From an optimization exercise on the open Yosys and OpenROAD flow, aimed at small area; shortcuts taken in it are not production practice.
The RTL was checked by simulation tests, not by an equivalence proof against the original design.
The clock input has no modelled driver; a real chip could not lean on it and would need a root buffer or a full tree.
No activity file was given, so power comes from the tool's default toggle rates.

Design link_test_ctrl, start of the top module:
module link_test_ctrl(
    input         clk,
    input         reset_n,               
    input         uart_txrdy,
    input         uart_rxrdy,
    input  [7:0]  uart_data_in,
    output        uart_wen,
    output        uart_oen,
    output [7:0]  uart_data_out,
    input         start_test,
    input  [31:0] rx_data_i,
    input         rx_usr_data_valid_i,
    input         rx_val_in,
    input         rx_crc_error_i,
    output        start_o,
    output        clear_o,
    output        payload_err_o,
    output        crc_err_o,
    output        connect_o,
    output        rx_val_o,
    output        lock_o,
    output        error_o,
    output        crc_error_o,
    output [31:0] data_tx_o,
    output [31:0] data_rx_o
);
FabUART u_uart(
    .clk           (clk),
    .reset         (reset_n),
    .uart_txrdy    (uart_txrdy),
    .uart_rxrdy    (uart_rxrdy),
    .rx_val_i      (rx_val_o),
    .rx_lock_i     (lock_o),
    .rx_error_i    (error_o),
    .crc_error_i   (crc_error_o),
    .payload_err_i (error_o),
    .uart_data_in  (uart_data_in),
    .tx_words_in   (data_rx_o[15:0]),
    .rx_words_in   (data_tx_o[15:0]),
    .start_test    (start_test),
    .uart_wen      (uart_wen),
    .uart_oen      (uart_oen),
    .start_o       (start_o),
    .clear_o       (clear_o),
    .payload_err_o (payload_err_o),
    .crc_err_o     (crc_err_o),
    .connect_o     (connect_o),
    .uart_data_out (uart_data_out)
);
Count_Checker u_check(
    .clk_i              (clk),
    .reset_n_i          (reset_n),
    .data_i             (rx_data_i),
    .start_i            (start_o),
    .rx_val_in          (rx_val_in),
    .usr_data_valid_i   (rx_usr_data_valid_i),
    .clear_i            (clear_o),
    .crc_error_result_i (rx_crc_error_i),
    .rx_val_o           (rx_val_o),
    .lock_o             (lock_o),
    .error_o            (error_o),
    .crc_error_o        (crc_error_o),
    .data_tx_o          (data_tx_o),
    .data_rx_o          (data_rx_o)
);
endmodule
Settings: LEC_CHECK=0, CAP_MARGIN=10, CORE_MARGIN=2, CORE_UTILIZATION=65, PLACE_DENSITY=0.75, SLEW_MARGIN=10; clock period 8.0 ns.
standard.sh (not shown) runs the stock make flow with config.mk's settings and CLKGATE_MAP_FILE= SYNTH_SCRIPT=/design/flow/synth_recipe.tcl, a recipe that flattens the netlist after the stock synthesis.
==> flow/flow/run.sh <==
#!/bin/bash
# Layout flow: the standard flow (standard.sh) with three changes.
# - Synthesis is the standard flow's own script (synth_recipe.tcl, run by ORFS's synth.tcl
#   unchanged), except that its one ABC call gets an area-oriented script
#   (flow/abc_area_map.script). Registers are mapped by dfflibmap before
#   ABC runs, so they are the standard synthesis's, with the same names.
#   ADDER_MAP_FILE is empty, so adders are left to ABC rather than mapped to
#   half/full adder cells first.
# - Port buffers are sky130_fd_sc_hd__buf_1.
# - The clock tree is built by flow/clock_tree.tcl (sourced by ORFS's cts.tcl
#   as PRE_CTS_TCL) instead of TritonCTS: a root buffer and ten leaf buffers,
#   each leaf driving a group of nearby flip-flops.
# Every tool's full output goes to the ORFS logs and to flow_*.log here.
set -euo pipefail
WD=$(pwd)
{
  cat <<EOF
proc abc {args} {
  set i [lsearch -exact \$args -script]
  if {\$i >= 0} { lset args [expr {\$i + 1}] $WD/flow/abc_area_map.script }
  yosys abc {*}\$args
}
EOF
  cat synth_recipe.tcl
} > my_synth.tcl
sed "s#SYNTH_SCRIPT=[^ ]*#SYNTH_SCRIPT=$WD/my_synth.tcl#" standard.sh > my_standard.sh
grep -q "SYNTH_SCRIPT=$WD/my_synth.tcl" my_standard.sh
export ADDER_MAP_FILE=
export BUFFER_PORTS_ARGS="-buffer_cell sky130_fd_sc_hd__buf_1"
export PRE_CTS_TCL=$WD/flow/clock_tree.tcl
export CLK_TREE_GROUPS=10
export CLK_TREE_LEAF=sky130_fd_sc_hd__clkbuf_8
export CLK_TREE_ROOT=sky130_fd_sc_hd__clkbuf_4
bash my_standard.sh synth > flow_synth.log 2>&1
bash my_standard.sh > flow_layout.log 2>&1
==> flow/flow/clock_tree.tcl <==
# Clock tree of two levels, built in place of clock_tree_synthesis (sourced
# as PRE_CTS_TCL by ORFS's cts.tcl, which then legalizes, repairs timing and
# writes the result as usual).
# The flip-flops are split by position into CLK_TREE_GROUPS groups of near
# equal size (recursive bisection along the longer side); each group gets a
# leaf clock buffer at its centre. The clock port drives one root buffer at
# the centre of the leaves, which drives every leaf.

proc ct_split {ids xs ys k} {
  # split the sinks ids into k groups; returns a list of groups
  if {$k <= 1} { return [list $ids] }
  set minx 1e30; set maxx -1e30; set miny 1e30; set maxy -1e30
  foreach i $ids {
    set x [lindex $xs $i]; set y [lindex $ys $i]
    if {$x < $minx} {set minx $x}; if {$x > $maxx} {set maxx $x}
    if {$y < $miny} {set miny $y}; if {$y > $maxy} {set maxy $y}
  }
  set key [expr {($maxx - $minx) >= ($maxy - $miny) ? "x" : "y"}]
  set pairs {}
  foreach i $ids {
    lappend pairs [list $i [expr {$key eq "x" ? [lindex $xs $i] : [lindex $ys $i]}]]
  }
  set sorted [lsort -real -index 1 $pairs]
  set k1 [expr {$k / 2}]
  set n [llength $ids]
  set n1 [expr {int(round(double($n) * $k1 / $k))}]
  set a {}; set b {}
  set j 0
  foreach p $sorted {
    if {$j < $n1} { lappend a [lindex $p 0] } else { lappend b [lindex $p 0] }
    incr j
  }
  return [concat [ct_split $a $xs $ys $k1] [ct_split $b $xs $ys [expr {$k - $k1}]]]
}

proc ct_build {} {
  set K $::env(CLK_TREE_GROUPS)
  set leafcell $::env(CLK_TREE_LEAF)
  set rootcell $::env(CLK_TREE_ROOT)
  set block [ord::get_db_block]
  set db [ord::get_db]
  set clknet [$block findNet clk]
  set sinks {}
  foreach it [$clknet getITerms] {
    if {[$it isInputSignal]} { lappend sinks $it }
  }
  set n [llength $sinks]
  set xs {}; set ys {}; set ids {}
  set i 0
  foreach it $sinks {
    set bb [[$it getInst] getBBox]
    lappend xs [expr {([$bb xMin] + [$bb xMax]) / 2.0}]
    lappend ys [expr {([$bb yMin] + [$bb yMax]) / 2.0}]
    lappend ids $i
    incr i
  }
  set groups [ct_split $ids $xs $ys $K]

  set rootnet [odb::dbNet_create $block "clk_root"]
  $rootnet setSigType CLOCK
  set rinst [odb::dbInst_create $block [$db findMaster $rootcell] "clkbuf_root"]
  [$rinst findITerm A] connect $clknet
  [$rinst findITerm X] connect $rootnet

  set lmaster [$db findMaster $leafcell]
  set g 0
  set rx 0.0; set ry 0.0
  foreach grp $groups {
    set sx 0.0; set sy 0.0
    foreach i $grp { set sx [expr {$sx + [lindex $xs $i]}]; set sy [expr {$sy + [lindex $ys $i]}] }
    set cx [expr {$sx / [llength $grp]}]; set cy [expr {$sy / [llength $grp]}]
    set rx [expr {$rx + $cx / $K}]; set ry [expr {$ry + $cy / $K}]
    set inst [odb::dbInst_create $block $lmaster "clkbuf_leaf_$g"]
    set net [odb::dbNet_create $block "clk_leaf_$g"]
    $net setSigType CLOCK
    [$inst findITerm A] connect $rootnet
    [$inst findITerm X] connect $net
    $inst setLocation [expr {int($cx)}] [expr {int($cy)}]
    $inst setPlacementStatus PLACED
    foreach i $grp {
      set it [lindex $sinks $i]
      $it disconnect
      $it connect $net
    }
    puts "clock tree: leaf $g ($leafcell) at [expr {int($cx)}] [expr {int($cy)}] drives [llength $grp] flip-flops"
    incr g
  }
  $rinst setLocation [expr {int($rx)}] [expr {int($ry)}]
  $rinst setPlacementStatus PLACED
  puts "clock tree: root ($rootcell) at [expr {int($rx)}] [expr {int($ry)}] drives $K leaf buffers"
}

ct_build
set_propagated_clock [all_clocks]
# cts.tcl's own clock_tree_synthesis call becomes a no-op: the tree is built
rename clock_tree_synthesis orfs_clock_tree_synthesis_unused
proc clock_tree_synthesis {args} {
  puts "clock_tree_synthesis skipped: flow/clock_tree.tcl built the clock tree"
}
Other scripts of this flow, unchanged in this note and not shown: flow/flow/abc_area_map.script
Then changed:
--- a/flow/flow/run.sh
+++ b/flow/flow/run.sh
@@ -31,5 +31,5 @@
 export CLK_TREE_GROUPS=10
 export CLK_TREE_LEAF=sky130_fd_sc_hd__clkbuf_8
-export CLK_TREE_ROOT=sky130_fd_sc_hd__clkbuf_4
+export CLK_TREE_ROOT=sky130_fd_sc_hd__clkbuf_8
 bash my_standard.sh synth > flow_synth.log 2>&1
 bash my_standard.sh > flow_layout.log 2>&1
- CAP_MARGIN: 10 -> 20
- CORE_UTILIZATION: 65 -> 55
- PLACE_DENSITY: 0.75 -> 0.7
- SLEW_MARGIN: 10 -> 20
Via count falls by 1.1%.
Global-route usage falls by 5.4 points.
Critical path depth is unchanged.
Routed wire length barely changes.
Worst hold slack degrades by 0.0089 ns.
In every run of this note, the design's own scripts or RTL, not TritonCTS, make the clock network.

The RTL this note starts from:
==> flow/design.v <==
module FabUART(
    input         clk,
    input         reset,
    input         uart_txrdy,
    input         uart_rxrdy,
    input         rx_val_i,
    input         rx_lock_i,
    input         rx_error_i,
    input         crc_error_i,
    input         payload_err_i,
    input  [7:0]  uart_data_in,
    input  [15:0] tx_words_in,
    input  [15:0] rx_words_in,
    input         start_test,
    output        uart_wen,
    output        uart_oen,
    output        start_o,
    output        clear_o,
    output        payload_err_o,
    output        crc_err_o,
    output        connect_o,
    output [7:0]  uart_data_out
);
reg       uart_wen_t, uart_oen_t;
reg       start_t, clear_t, payload_err_t, crc_err_t, connect_t;
reg [7:0] uart_data_out_t;
reg       stat;
reg [3:0] pos;
wire      busy = |pos;
wire      scan = pos[3];
wire [7:0] c = uart_data_in;
wire cmd_start = c == 8'h61;
wire cmd_scan  = c == 8'h62;
wire cmd_stop  = c == 8'h63;
wire cmd_stat  = c == 8'h64;
wire cmd_pset  = c == 8'h65;
wire cmd_pclr  = c == 8'h66;
wire cmd_conn  = c == 8'h67;
wire cmd_cset  = c == 8'h68;
wire cmd_cclr  = c == 8'h69;
wire cmd_ack   = c == 8'h02 || c == 8'h03;
wire known = cmd_start | cmd_scan | cmd_stop | cmd_stat | cmd_pset | cmd_pclr |
             cmd_conn | cmd_cset | cmd_cclr | cmd_ack;
wire take = !busy & uart_rxrdy;
wire send = pos[0] & uart_txrdy;
wire adv  = busy & (pos[0] != uart_txrdy);
wire last = stat ? (pos[3] & pos[1] & pos[0]) : (pos[2] & pos[1] & !pos[0]);
wire hold  = !send;
wire s_06  = send &  stat & !pos[3] & !pos[2] & !pos[1];
wire s_sts = send &  stat & !pos[3] & !pos[2] &  pos[1];
wire s_nib = send &  stat & (pos[3] | pos[2]);
wire s_n0  = s_nib & !pos[3] & !pos[1];
wire s_n1  = s_nib & !pos[3] &  pos[1];
wire s_n2  = s_nib &  pos[3] & !pos[1];
wire s_n3  = s_nib &  pos[3] &  pos[1];
wire s_c0  = send & !stat & !pos[2] & !pos[1];
wire s_c2  = send & !stat &  pos[2];
wire [7:0] status = {3'b000, rx_val_i, rx_error_i, rx_lock_i, crc_error_i, payload_err_i};
wire [7:0] data_next =
    ({8{hold}}  & uart_data_out_t) |
    ({8{s_06}}  & 8'h06) |
    ({8{s_sts}} & status) |
    ({8{s_n0}}  & {rx_words_in[3:0],   tx_words_in[3:0]}) |
    ({8{s_n1}}  & {rx_words_in[7:4],   tx_words_in[7:4]}) |
    ({8{s_n2}}  & {rx_words_in[11:8],  tx_words_in[11:8]}) |
    ({8{s_n3}}  & {rx_words_in[15:12], tx_words_in[15:12]}) |
    ({8{s_c0}}  & (scan ? 8'h04 : 8'h09)) |
    ({8{s_c2}}  & (scan ? 8'h0E : 8'h0F));
always @(posedge clk, negedge reset)
  if (!reset) begin
    uart_wen_t      <= 1'b1;
    uart_oen_t      <= 1'b1;
    uart_data_out_t <= 8'h00;
    start_t         <= 1'b0;
    clear_t         <= 1'b0;
    connect_t       <= 1'b0;
    payload_err_t   <= 1'b0;
    crc_err_t       <= 1'b0;
    stat            <= 1'b0;
    pos             <= 4'd0;
  end else begin
    uart_wen_t <= !send;
    uart_data_out_t <= data_next;
    uart_oen_t <= busy | !uart_rxrdy | (!known & uart_oen_t);
    if (take) begin
      if (cmd_start)                          start_t <= 1'b1;
      if (cmd_stop)                           start_t <= 1'b0;
      if (cmd_start | cmd_pclr | cmd_cclr)    clear_t <= 1'b1;
      if (cmd_stat | !known)                  clear_t <= 1'b0;
      if (cmd_pset)                           payload_err_t <= 1'b1;
      if (cmd_pclr | !known)                  payload_err_t <= 1'b0;
      if (cmd_cset)                           crc_err_t <= 1'b1;
      if (cmd_cclr | !known)                  crc_err_t <= 1'b0;
      if (cmd_conn)                           connect_t <= 1'b1;
      if (cmd_stat | cmd_scan | cmd_conn) begin
        stat <= cmd_stat;
        pos  <= cmd_scan ? 4'd9 : 4'd1;
      end
    end else if (adv) begin
      if (last) begin
        stat <= 1'b0;
        pos  <= 4'd0;
      end else
        pos <= pos + 4'd1;
    end
  end
assign uart_data_out = uart_data_out_t;
assign start_o       = start_t | start_test;
assign uart_wen      = uart_wen_t;
assign uart_oen      = uart_oen_t;
assign clear_o       = clear_t;
assign payload_err_o = payload_err_t;
assign crc_err_o     = crc_err_t;
assign connect_o     = connect_t;
endmodule
module Count_Checker(
    input         clk_i,
    input         reset_n_i,
    input  [31:0] data_i,
    input         start_i,
    input         rx_val_in,
    input         usr_data_valid_i,
    input         clear_i,
    input         crc_error_result_i,
    output        rx_val_o,
    output        lock_o,
    output        error_o,
    output        crc_error_o,
    output [31:0] data_tx_o,
    output [31:0] data_rx_o
);
wire v = usr_data_valid_i;
reg  [31:0] s_data;
reg         s_pend;
reg         s_zero;
reg         start_count;
wire [32:0] cy;
wire [31:0] s_next, t_next, r_next, eqb;
assign cy[0] = s_pend;
always @(posedge clk_i) begin
  s_data <= s_next;
  s_pend <= v & start_count;
end
reg  [31:0] s_data_in;
reg         s_in_ok;
always @(posedge clk_i)
  s_data_in <= data_i;
reg  [31:0] s_data_in_d;
reg  [31:0] data_rx_o_reg;
reg         s_lock, s_error, s_crc_error, s_rx_val;
reg  [1:0]  count, crc_count;
always @(posedge clk_i, negedge reset_n_i)
  if (!reset_n_i) begin
    s_zero      <= 1'b1;
    start_count <= 1'b0;
    s_in_ok     <= 1'b0;
  end else begin
    s_zero      <= !start_i | (s_zero & !v);
    start_count <= start_i & v;
    s_in_ok     <= start_i;
  end
wire sel_t  = start_i & v & s_in_ok;
wire hold_t = start_i & !v;
wire sel_r  = v & !s_zero;
wire hold_r = !v;
wire ld     = v & !start_count;
genvar gi;
generate for (gi=0; gi<32; gi=gi+1) begin : g_bit
  Count_Checker_bit u_bit(
    .d(data_i[gi]), .i(s_data_in[gi]), .t(s_data_in_d[gi]), .r(data_rx_o_reg[gi]),
    .s(s_data[gi]), .c(cy[gi]), .sel_t(sel_t), .hold_t(hold_t), .sel_r(sel_r),
    .hold_r(hold_r), .ld(ld), .nld(!ld), .t_next(t_next[gi]), .r_next(r_next[gi]),
    .s_next(s_next[gi]), .c_next(cy[gi+1]), .eq(eqb[gi]));
end endgenerate
always @(posedge clk_i, negedge reset_n_i)
  if (!reset_n_i) begin
    s_data_in_d   <= 32'h0;
    data_rx_o_reg <= 32'h0;
  end else begin
    s_data_in_d   <= t_next;
    data_rx_o_reg <= r_next;
  end
wire match = &eqb;
always @(posedge clk_i, negedge reset_n_i)
  if (!reset_n_i) begin
    s_lock  <= 1'b0;
    s_error <= 1'b0;
    count   <= 2'b00;
  end else if (!start_i) begin
    s_lock  <= 1'b0;
    s_error <= 1'b1;
    count   <= 2'b00;
  end else if (!v) begin
    count   <= 2'b00;
  end else begin
    count   <= count + 2'b01;
    if (count == 2'b11) begin
      s_lock  <= match;
      s_error <= !match;
    end
  end
always @(posedge clk_i, negedge reset_n_i)
  if (!reset_n_i) begin
    s_crc_error <= 1'b0;
    crc_count   <= 2'b00;
  end else if (!start_i) begin
    s_crc_error <= 1'b0;
  end else if (v) begin
    if (crc_error_result_i)
      crc_count <= crc_count + 2'b01;
    else if (crc_count == 2'b11)
      crc_count <= 2'b00;
    if (clear_i)
      s_crc_error <= 1'b0;
    else if (crc_count == 2'b10)
      s_crc_error <= 1'b1;
  end
always @(posedge clk_i, negedge reset_n_i)
  if (!reset_n_i)
    s_rx_val <= 1'b0;
  else
    s_rx_val <= start_i & rx_val_in;
assign lock_o      = s_lock;
assign data_tx_o   = s_data_in_d;
assign rx_val_o    = s_rx_val;
assign error_o     = clear_i ? 1'b0 : s_error;
assign crc_error_o = clear_i ? 1'b0 : s_crc_error;
assign data_rx_o   = data_rx_o_reg;
endmodule
module Count_Checker_bit(
    input  d, i, t, r, s, c,
    input  sel_t, hold_t, sel_r, hold_r, ld, nld,
    output t_next, r_next, s_next, c_next, eq
);
  wire n = s ^ c;
  assign c_next = s & c;
  assign t_next = (i & sel_t) | (t & hold_t);
  assign r_next = (n & sel_r) | (r & hold_r);
  assign s_next = (d & ld) | (n & nld);
  assign eq     = !(t ^ r);
endmodule
module link_test_ctrl(
    input         clk,
    input         reset_n,               
    input         uart_txrdy,
    input         uart_rxrdy,
    input  [7:0]  uart_data_in,
    output        uart_wen,
    output        uart_oen,
    output [7:0]  uart_data_out,
    input         start_test,
    input  [31:0] rx_data_i,
    input         rx_usr_data_valid_i,
    input         rx_val_in,
    input         rx_crc_error_i,
    output        start_o,
    output        clear_o,
    output        payload_err_o,
    output        crc_err_o,
    output        connect_o,
    output        rx_val_o,
    output        lock_o,
    output        error_o,
    output        crc_error_o,
    output [31:0] data_tx_o,
    output [31:0] data_rx_o
);
FabUART u_uart(
    .clk           (clk),
    .reset         (reset_n),
    .uart_txrdy    (uart_txrdy),
    .uart_rxrdy    (uart_rxrdy),
    .rx_val_i      (rx_val_o),
    .rx_lock_i     (lock_o),
    .rx_error_i    (error_o),
    .crc_error_i   (crc_error_o),
    .payload_err_i (error_o),
    .uart_data_in  (uart_data_in),
    .tx_words_in   (data_rx_o[15:0]),
    .rx_words_in   (data_tx_o[15:0]),
    .start_test    (start_test),
    .uart_wen      (uart_wen),
    .uart_oen      (uart_oen),
    .start_o       (start_o),
    .clear_o       (clear_o),
    .payload_err_o (payload_err_o),
    .crc_err_o     (crc_err_o),
    .connect_o     (connect_o),
    .uart_data_out (uart_data_out)
);
Count_Checker u_check(
    .clk_i              (clk),
    .reset_n_i          (reset_n),
    .data_i             (rx_data_i),
    .start_i            (start_o),
    .rx_val_in          (rx_val_in),
    .usr_data_valid_i   (rx_usr_data_valid_i),
    .clear_i            (clear_o),
    .crc_error_result_i (rx_crc_error_i),
    .rx_val_o           (rx_val_o),
    .lock_o             (lock_o),
    .error_o            (error_o),
    .crc_error_o        (crc_error_o),
    .data_tx_o          (data_tx_o),
    .data_rx_o          (data_rx_o)
);
endmodule
==> flow/config.mk <==
export PLATFORM = sky130hd
export DESIGN_NAME = link_test_ctrl
export DESIGN_NICKNAME = link_test_ctrl
export VERILOG_FILES = /design/flow/design.v
export SDC_FILE = /design/flow/constraint.sdc
export NUM_CORES = 4
export LEC_CHECK = 0
export CAP_MARGIN = 20
export CORE_MARGIN = 2
export CORE_UTILIZATION = 55
export PLACE_DENSITY = 0.7
export SLEW_MARGIN = 20
==> flow/constraint.sdc <==
create_clock -name core_clock -period 8.0 [get_ports {clk}]
set_input_delay 1.6000 -clock core_clock [delete_from_list [all_inputs] [get_ports {clk}]]
set_output_delay 1.6000 -clock core_clock [all_outputs]
set_load 0.01 [all_outputs]
==> flow/flow/run.sh <==
#!/bin/bash
set -euo pipefail
WD=$(pwd)
{
  cat <<EOF
proc abc {args} {
  if {![info exists ::ckbit_mapped]} {
    set ::ckbit_mapped 1
    yosys delete Count_Checker_bit
    yosys read_verilog $WD/flow/ckbit_cells.v
    yosys setattr -mod -set keep_hierarchy 1 Count_Checker_bit
  }
  set i [lsearch -exact \$args -script]
  if {\$i >= 0} { lset args [expr {\$i + 1}] $WD/flow/abc_area_map.script }
  yosys abc {*}\$args
}
EOF
  cat synth_recipe.tcl
} > my_synth.tcl
sed "s#SYNTH_SCRIPT=[^ ]*#SYNTH_SCRIPT=$WD/my_synth.tcl#" standard.sh > my_standard.sh
grep -q "SYNTH_SCRIPT=$WD/my_synth.tcl" my_standard.sh
export ADDER_MAP_FILE=
export SYNTH_KEEP_MODULES=Count_Checker_bit
export BUFFER_PORTS_ARGS="-buffer_cell sky130_fd_sc_hd__buf_1"
export PRE_CTS_TCL=$WD/flow/clock_tree.tcl
export CLK_TREE_GROUPS=10
export CLK_TREE_LEAF=sky130_fd_sc_hd__clkbuf_8
export CLK_TREE_ROOT=sky130_fd_sc_hd__clkbuf_4
bash my_standard.sh synth > flow_synth.log 2>&1
bash my_standard.sh > flow_layout.log 2>&1
==> flow/flow/abc_area_map.script <==
strash
dc2
dch -f
amap -m -F 4 -A 10
==> flow/flow/ckbit_cells.v <==
// Count_Checker_bit (rtl/Count_Checker.v) mapped by hand to sky130hd cells.
// flow/run.sh puts this netlist in place of the RTL module before ABC runs.
module Count_Checker_bit(
    input  d, i, t, r, s, c,
    input  sel_t, hold_t, sel_r, hold_r, ld, nld,
    output t_next, r_next, s_next, c_next, eq
);
  wire n;
  sky130_fd_sc_hd__ha_1   u_ha (.A(s), .B(c), .SUM(n), .COUT(c_next));
  sky130_fd_sc_hd__a22o_1 u_t  (.A1(i), .A2(sel_t), .B1(t), .B2(hold_t), .X(t_next));
  sky130_fd_sc_hd__a22o_1 u_r  (.A1(n), .A2(sel_r), .B1(r), .B2(hold_r), .X(r_next));
  sky130_fd_sc_hd__a22o_1 u_s  (.A1(d), .A2(ld), .B1(n), .B2(nld), .X(s_next));
  sky130_fd_sc_hd__xnor2_1 u_eq (.A(t), .B(r), .Y(eq));
endmodule
Scripts as last shown in full above: flow/flow/clock_tree.tcl
Change:
--- a/flow/flow/run.sh
+++ b/flow/flow/run.sh
@@ -24,5 +24,5 @@
 export BUFFER_PORTS_ARGS="-buffer_cell sky130_fd_sc_hd__buf_1"
 export PRE_CTS_TCL=$WD/flow/clock_tree.tcl
-export CLK_TREE_GROUPS=10
+export CLK_TREE_GROUPS=9
 export CLK_TREE_LEAF=sky130_fd_sc_hd__clkbuf_8
 export CLK_TREE_ROOT=sky130_fd_sc_hd__clkbuf_4
Effect:
- The new run passed the timing, DRC and antenna checks
- sequential share of layout area rises by 0.11 points
- flip-flop and latch count stays the same
- routed wire length barely changes
- critical path depth is unchanged
- combinational power is about the same
- final cell count barely changes
- power falls slightly
- clock power went down by a few percent
- core utilization decreases by 0.13 points
- worst setup slack is better by 0.021 ns
- clock skew barely changes
No run of this note takes its clock network from TritonCTS; it comes from the design's own scripts or RTL.

-- what the ideal ports hide --
The flow's constraints put no driver on any port. The routed layouts listed below were extracted and timed again, unchanged, in two steps.
Step 1, drivers: a clkbuf_16 drives clk and a buf_2 each remaining input, both assumed.
Step 2 times the ports against the registers' clock, not the clock port: input delays grow and output delays shrink by t, the midpoint of the rising clock arrivals with the driver on.
Three values: ideal ports, drivers, drivers and shift; two values: the first two.
run | t (ns) | slack for setup (ns) | slew at the worst register clock pin (ns) | worst data-port slew with drivers (ns)
the first run of note 1 | 0.554 | 2.308 / 2.308 / 2.308 | 0.11 / 0.11 | 0.05
the second run of note 1 | 0.449 | 2.466 / 2.466 / 2.466 | 0.11 / 0.11 | 0.06
the first run of note 2 | 0.552 | 1.354 / 1.354 / 1.354 | 0.10 / 0.10 | 0.05
the second run of note 2 | 0.537 | 1.375 / 1.375 / 1.375 | 0.11 / 0.11 | 0.05
After both steps every run listed still meets setup and hold.
